Context: an optimization exercise on an open-source flow, tuned for small area, a short achievable clock period and few clock cycles. The choices shown serve that exercise and are no tape-out recipe.
RTL that was checked went through simulation tests only; none was proved equivalent to the original.
No activity file was given, so power comes from the tool's default toggle rates.

Design lcd_ctrl, start of the top module:
module lcd_ctrl(clk, reset, datain, cmd, cmd_valid, dataout, output_valid, busy);
Size in the first run: ~610 cells after synthesis, about 320 flip-flops, about 24 I/O pins, about 8400 um^2 of cells after synthesis.
==> module lcd_ctrl, before the edit <==
module lcd_ctrl(clk, reset, datain, cmd, cmd_valid, dataout, output_valid, busy);
input           clk;
input           reset;
input   [7:0]   datain;
input   [2:0]   cmd;
input           cmd_valid;
output reg [7:0]   dataout;
output reg         output_valid;
output reg         busy;
localparam REFLASH     = 3'd0;
localparam LOAD_DATA   = 3'd1;
localparam SHIFT_RIGHT = 3'd2;
localparam SHIFT_LEFT  = 3'd3;
localparam SHIFT_UP    = 3'd4;
localparam SHIFT_DOWN  = 3'd5;
reg [7:0] ring [0:35];
reg       loading;       
reg [1:0] wa;            
reg [1:0] wb1, wb0;      
reg [1:0] row, col;      
reg       active;        
reg [1:0] jr, jc;        
reg [1:0] ra, rb;        
reg       pend;          
reg       lpend;         
reg       rdy;           
wire accept  = cmd_valid & rdy;
wire is_load = accept & (cmd == LOAD_DATA);
function [1:0] inc3(input [1:0] x);
    inc3 = (x == 2'd2) ? 2'd0 : x + 2'd1;
endfunction
function [1:0] dec3(input [1:0] x);
    dec3 = (x == 2'd0) ? 2'd2 : x - 2'd1;
endfunction
wire mv_r = accept & (cmd != LOAD_DATA);
wire mr = mv_r & (cmd == SHIFT_RIGHT) & (col != 2'd3);
wire ml = mv_r & (cmd == SHIFT_LEFT)  & (col != 2'd0);
wire mu = mv_r & (cmd == SHIFT_UP)    & (row != 2'd0);
wire md = mv_r & (cmd == SHIFT_DOWN)  & (row != 2'd3);
wire mv_n = mu | md;      
wire m0   = ~(mr | ml | mu | md);
wire       b0z = (wb0 == 2'd0);
wire [1:0] wb1_dec = dec3(wb1);
wire [1:0] wb1_inc = inc3(wb1);
wire [1:0] na  = ({2{m0}} & (wa - 2'd1)) | ({2{mr}} & wa) |
                 ({2{ml}} & (wa - 2'd2)) | ({2{mv_n}} & (wa + 2'd1));
wire [1:0] nb0 = ({2{mr}} & wb0) | ({2{ml}} & inc3(wb0)) |
                 ({2{~(mr | ml)}} & dec3(wb0));
wire [1:0] nb1 = ({2{m0}} & (b0z ? wb1_dec : wb1)) |
                 ({2{mr}} & wb1) |
                 ({2{ml}} & ((wb0 == 2'd2) ? wb1 : wb1_dec)) |
                 ({2{mu}} & (b0z ? wb1 : wb1_inc)) |
                 ({2{md}} & (b0z ? wb1_inc : wb1_dec));
wire [1:0] wa_n  = is_load ? 2'd2 : na;
wire [1:0] wb1_n = is_load ? 2'd1 : nb1;
wire [1:0] wb0_n = is_load ? 2'd2 : nb0;
wire last    = active & (jr == 2'd2) & (jc == 2'd2);
wire free    = ~active | last;
wire aligned = mr ? (wb0 == 2'd1) : ml ? (wb0 == 2'd0) : (wb0 == 2'd2);
wire ld_rdy  = lpend & (wa == 2'd1) & (wb1 == 2'd0) & (wb0 == 2'd2);
wire ld_end  = (wa == 2'd3) & (wb1 == 2'd2) & (wb0 == 2'd0);
wire start   = free & (ld_rdy | ((pend | mv_r) & aligned));
wire       nxt_row = (jc == 2'd2);
wire [1:0] jr_c = nxt_row ? jr + 2'd1 : jr;
wire [1:0] jc_c = nxt_row ? 2'd0 : jc + 2'd1;
wire [1:0] ra_c = nxt_row ? ra - 2'd1 : ra;       
wire [1:0] rb_c = nxt_row ? inc3(rb) : rb;        
wire t8_c  = (ra_c == 2'd1) & (rb_c == 2'd2);
wire t9_c  = (ra_c == 2'd0) & (rb_c == 2'd0);
wire t10_c = (ra_c == 2'd3) & (rb_c == 2'd1);
wire unsafe_go = ((jr_c != 2'd2) & t10_c) |
                 ((jr_c == 2'd0) & (t8_c | t9_c));
wire [1:0] pb1 = b0z ? wb1_dec : wb1;
wire unsafe_start =
                    ((wa == 2'd2) & (pb1 == 2'd2)) |
                    ((wa == 2'd1) & (pb1 == 2'd0)) |
                    ((wa == 2'd0) & (pb1 == 2'd1));
wire pend_n    = (pend | mv_r) & ~start;
wire lpend_n   = is_load | (lpend & ~ld_rdy);
wire loading_n = is_load | (loading & ~ld_end);
wire busy_n    = accept | loading_n | pend_n | lpend_n |
                 (start ? unsafe_start : (active & ~last & unsafe_go));
always @(posedge clk or posedge reset) begin
    if (reset) begin
        active       <= 1'b0;
        pend         <= 1'b0;
        lpend        <= 1'b0;
        loading      <= 1'b0;
        busy         <= 1'b0;
        rdy          <= 1'b1;
        output_valid <= 1'b0;
    end else begin
        active       <= start | (active & ~last);
        pend         <= pend_n;
        lpend        <= lpend_n;
        loading      <= loading_n;
        busy         <= busy_n;
        rdy          <= ~busy_n;
        output_valid <= active;
    end
end
reg [7:0] rdata;
integer t;
always @(*) begin
    rdata = 8'd0;
    for (t = 0; t < 12; t = t + 1)
        if (ra == ((3 * t + 1) % 4) && rb == (t % 3))
            rdata = rdata | ring[3 * t + 1];
end
always @(posedge clk) begin
    wa    <= wa_n;
    wb1   <= wb1_n;
    wb0   <= wb0_n;
    dataout <= rdata;
    if (start) begin
        jr <= 2'd0;
        jc <= 2'd0;
        ra <= na;
        rb <= nb1;
    end else begin
        jr <= jr_c;
        jc <= jc_c;
        ra <= ra_c;
        rb <= rb_c;
    end
    if (is_load) begin
        row <= 2'd2;
        col <= 2'd2;
    end else begin
        if (mr) col <= col + 2'd1;
        if (ml) col <= col - 2'd1;
        if (mu) row <= row - 2'd1;
        if (md) row <= row + 2'd1;
    end
end
integer i;
always @(posedge clk) begin
    for (i = 0; i < 35; i = i + 1)
        ring[i] <= ring[i + 1];
    ring[35] <= loading ? datain : ring[0];
end
endmodule
==> flow/config.mk <==
export PLATFORM = sky130hd
export DESIGN_NAME = lcd_ctrl
export DESIGN_NICKNAME = lcd_ctrl
export VERILOG_FILES = /design/flow/design.v
export SDC_FILE = /design/flow/constraint.sdc
export NUM_CORES = 4
export LEC_CHECK = 0
export ABC_CLOCK_PERIOD_IN_PS = 2000
export CAP_MARGIN = 20
export CORE_MARGIN = 2
export CORE_UTILIZATION = 60
export CTS_CLUSTER_DIAMETER = 100
export CTS_CLUSTER_SIZE = 30
export SETUP_SLACK_MARGIN = 2.5
export SLEW_MARGIN = 20
==> flow/constraint.sdc <==
create_clock -name core_clock -period 4.5 [get_ports {clk}]
set_input_delay 0.9000 -clock core_clock [delete_from_list [all_inputs] [get_ports {clk}]]
set_output_delay 0.9000 -clock core_clock [all_outputs]
set_load 0.01 [all_outputs]
standard.sh (not shown) runs the stock make flow with config.mk's settings and CLKGATE_MAP_FILE= SYNTH_SCRIPT=/design/flow/synth_recipe.tcl, a recipe that flattens the netlist after the stock synthesis.
==> flow/flow/run.sh <==
#!/bin/bash
# The standard layout (the standard.sh: standard synthesis, floorplan,
# placement, CTS, routing), with two settings changed:
#  - port buffers are buf_2 cells instead of the default delay-buffer choice;
#  - CTS clusters sinks 30 at a time within 100 um and adds no dummy loads.
# All of standard.sh's output goes to standard.log in this folder.
set -euo pipefail
export BUFFER_PORTS_ARGS="-buffer_cell sky130_fd_sc_hd__buf_2"
export CTS_ARGS="-sink_clustering_enable -repair_clock_nets -sink_clustering_size 30 -sink_clustering_max_diameter 100 -dont_use_dummy_load"
bash standard.sh > standard.log 2>&1
The starting point produced a clean layout.
Then changed:
--- a/flow/design.v
+++ b/flow/design.v
@@ -12,34 +12,35 @@
 localparam SHIFT_RIGHT = 3'd2;
 localparam SHIFT_LEFT  = 3'd3;
 localparam SHIFT_UP    = 3'd4;
 localparam SHIFT_DOWN  = 3'd5;
 reg [7:0] ring [0:35];
 reg       loading;       
+reg       mv_r;          
+reg       mr, ml, mu, md;  
 reg [1:0] wa;            
 reg [1:0] wb1, wb0;      
 reg [1:0] row, col;      
 reg       active;        
 reg [1:0] jr, jc;        
 reg [1:0] ra, rb;        
 reg       pend;          
 reg       lpend;         
-reg       rdy;           
-wire accept  = cmd_valid & rdy;
+wire accept  = cmd_valid & ~busy;
 wire is_load = accept & (cmd == LOAD_DATA);
 function [1:0] inc3(input [1:0] x);
     inc3 = (x == 2'd2) ? 2'd0 : x + 2'd1;
 endfunction
 function [1:0] dec3(input [1:0] x);
     dec3 = (x == 2'd0) ? 2'd2 : x - 2'd1;
 endfunction
-wire mv_r = accept & (cmd != LOAD_DATA);
-wire mr = mv_r & (cmd == SHIFT_RIGHT) & (col != 2'd3);
-wire ml = mv_r & (cmd == SHIFT_LEFT)  & (col != 2'd0);
-wire mu = mv_r & (cmd == SHIFT_UP)    & (row != 2'd0);
-wire md = mv_r & (cmd == SHIFT_DOWN)  & (row != 2'd3);
+wire acc_mv = accept & (cmd != LOAD_DATA);
+wire mr_n = acc_mv & (cmd == SHIFT_RIGHT) & (col != 2'd3);
+wire ml_n = acc_mv & (cmd == SHIFT_LEFT)  & (col != 2'd0);
+wire mu_n = acc_mv & (cmd == SHIFT_UP)    & (row != 2'd0);
+wire md_n = acc_mv & (cmd == SHIFT_DOWN)  & (row != 2'd3);
 wire mv_n = mu | md;      
 wire m0   = ~(mr | ml | mu | md);
 wire       b0z = (wb0 == 2'd0);
 wire [1:0] wb1_dec = dec3(wb1);
 wire [1:0] wb1_inc = inc3(wb1);
 wire [1:0] na  = ({2{m0}} & (wa - 2'd1)) | ({2{mr}} & wa) |
@@ -53,64 +54,67 @@
                  ({2{md}} & (b0z ? wb1_inc : wb1_dec));
 wire [1:0] wa_n  = is_load ? 2'd2 : na;
 wire [1:0] wb1_n = is_load ? 2'd1 : nb1;
 wire [1:0] wb0_n = is_load ? 2'd2 : nb0;
 wire last    = active & (jr == 2'd2) & (jc == 2'd2);
 wire free    = ~active | last;
-wire aligned = mr ? (wb0 == 2'd1) : ml ? (wb0 == 2'd0) : (wb0 == 2'd2);
-wire ld_rdy  = lpend & (wa == 2'd1) & (wb1 == 2'd0) & (wb0 == 2'd2);
+wire aligned = mr ? (wb0 == 2'd0) : ml ? (wb0 == 2'd2) : (wb0 == 2'd1);
+wire ld_rdy  = lpend & (wa == 2'd0) & (wb1 == 2'd0) & (wb0 == 2'd1);
 wire ld_end  = (wa == 2'd3) & (wb1 == 2'd2) & (wb0 == 2'd0);
 wire start   = free & (ld_rdy | ((pend | mv_r) & aligned));
 wire       nxt_row = (jc == 2'd2);
 wire [1:0] jr_c = nxt_row ? jr + 2'd1 : jr;
 wire [1:0] jc_c = nxt_row ? 2'd0 : jc + 2'd1;
 wire [1:0] ra_c = nxt_row ? ra - 2'd1 : ra;       
 wire [1:0] rb_c = nxt_row ? inc3(rb) : rb;        
-wire t8_c  = (ra_c == 2'd1) & (rb_c == 2'd2);
-wire t9_c  = (ra_c == 2'd0) & (rb_c == 2'd0);
-wire t10_c = (ra_c == 2'd3) & (rb_c == 2'd1);
-wire unsafe_go = ((jr_c != 2'd2) & t10_c) |
-                 ((jr_c == 2'd0) & (t8_c | t9_c));
-wire [1:0] pb1 = b0z ? wb1_dec : wb1;
-wire unsafe_start =
-                    ((wa == 2'd2) & (pb1 == 2'd2)) |
-                    ((wa == 2'd1) & (pb1 == 2'd0)) |
-                    ((wa == 2'd0) & (pb1 == 2'd1));
+wire t8_c  = (ra_c == 2'd0) & (rb_c == 2'd2);
+wire t9_c  = (ra_c == 2'd3) & (rb_c == 2'd0);
+wire t10_c = (ra_c == 2'd2) & (rb_c == 2'd1);
+wire unsafe_go = ((jr_c != 2'd2) & (jc_c != 2'd2) & t10_c) |
+                 ((jr_c == 2'd0) & (jc_c != 2'd2) & t8_c) |
+                 ((jr_c == 2'd0) & t9_c);
+wire unsafe_start = ((na == 2'd0) & (nb1 == 2'd2)) |
+                    ((na == 2'd3) & (nb1 == 2'd0)) |
+                    ((na == 2'd2) & (nb1 == 2'd1));
 wire pend_n    = (pend | mv_r) & ~start;
 wire lpend_n   = is_load | (lpend & ~ld_rdy);
 wire loading_n = is_load | (loading & ~ld_end);
 wire busy_n    = accept | loading_n | pend_n | lpend_n |
                  (start ? unsafe_start : (active & ~last & unsafe_go));
 always @(posedge clk or posedge reset) begin
     if (reset) begin
         active       <= 1'b0;
         pend         <= 1'b0;
         lpend        <= 1'b0;
         loading      <= 1'b0;
+        mv_r         <= 1'b0;
         busy         <= 1'b0;
-        rdy          <= 1'b1;
         output_valid <= 1'b0;
     end else begin
         active       <= start | (active & ~last);
         pend         <= pend_n;
         lpend        <= lpend_n;
         loading      <= loading_n;
+        mv_r         <= acc_mv;
         busy         <= busy_n;
-        rdy          <= ~busy_n;
         output_valid <= active;
     end
 end
 reg [7:0] rdata;
 integer t;
 always @(*) begin
     rdata = 8'd0;
     for (t = 0; t < 12; t = t + 1)
-        if (ra == ((3 * t + 1) % 4) && rb == (t % 3))
-            rdata = rdata | ring[3 * t + 1];
+        if (ra == ((3 * t) % 4) && rb == (t % 3))
+            rdata = rdata | ring[3 * t];
 end
 always @(posedge clk) begin
+    mr    <= mr_n;
+    ml    <= ml_n;
+    mu    <= mu_n;
+    md    <= md_n;
     wa    <= wa_n;
     wb1   <= wb1_n;
     wb0   <= wb0_n;
     dataout <= rdata;
     if (start) begin
         jr <= 2'd0;
What happened:
- The changed run produced a clean layout
- total power increases by about 9%
- global-route usage falls by 0.21 points
- non-clock buffer count came out lower by 1
- routed wire length decreases by 1.9%
- core utilization went down by 0.39 points
- final area decreases by about 1%
- setup slack gets better by 0.052 ns
- die area went down by 0.42%
- hold slack gains 0.0083 ns
Testbench counts after the change, summed over its fixed seeds: cycles 148,278.
Only the layout flow was run in the first run of this note; the RTL was not checked for function there.

[port drivers added, routing unchanged]
How much do the figures lean on ideal ports? The routed layouts below were timed once more, with nothing changed but the port constraints.
Step 1: set_driving_cell puts a clkbuf_16 on clk and a buf_2 on each other input, an assumption about the parent block.
Step 2, shift: input delay + t, output delay - t, t = (earliest + latest rising clock arrival at the registers) / 2. This alone moves slack from input paths to output paths.
a / b / c = ideal ports / drivers / drivers and shift; a / b = the first two.
run | shift t [ns] | setup slack, ns | worst slew at a driven data input, ns
the first run | 0.510 | 2.526 / 2.542 / 2.033 | 0.03
the second run | 0.497 | 2.578 / 2.540 / 2.613 | 0.03
After both steps every run listed still meets setup and hold. The setup slack of the first run, which loses most, moves by +0.016 ns with the drivers and by -0.493 ns with both steps.
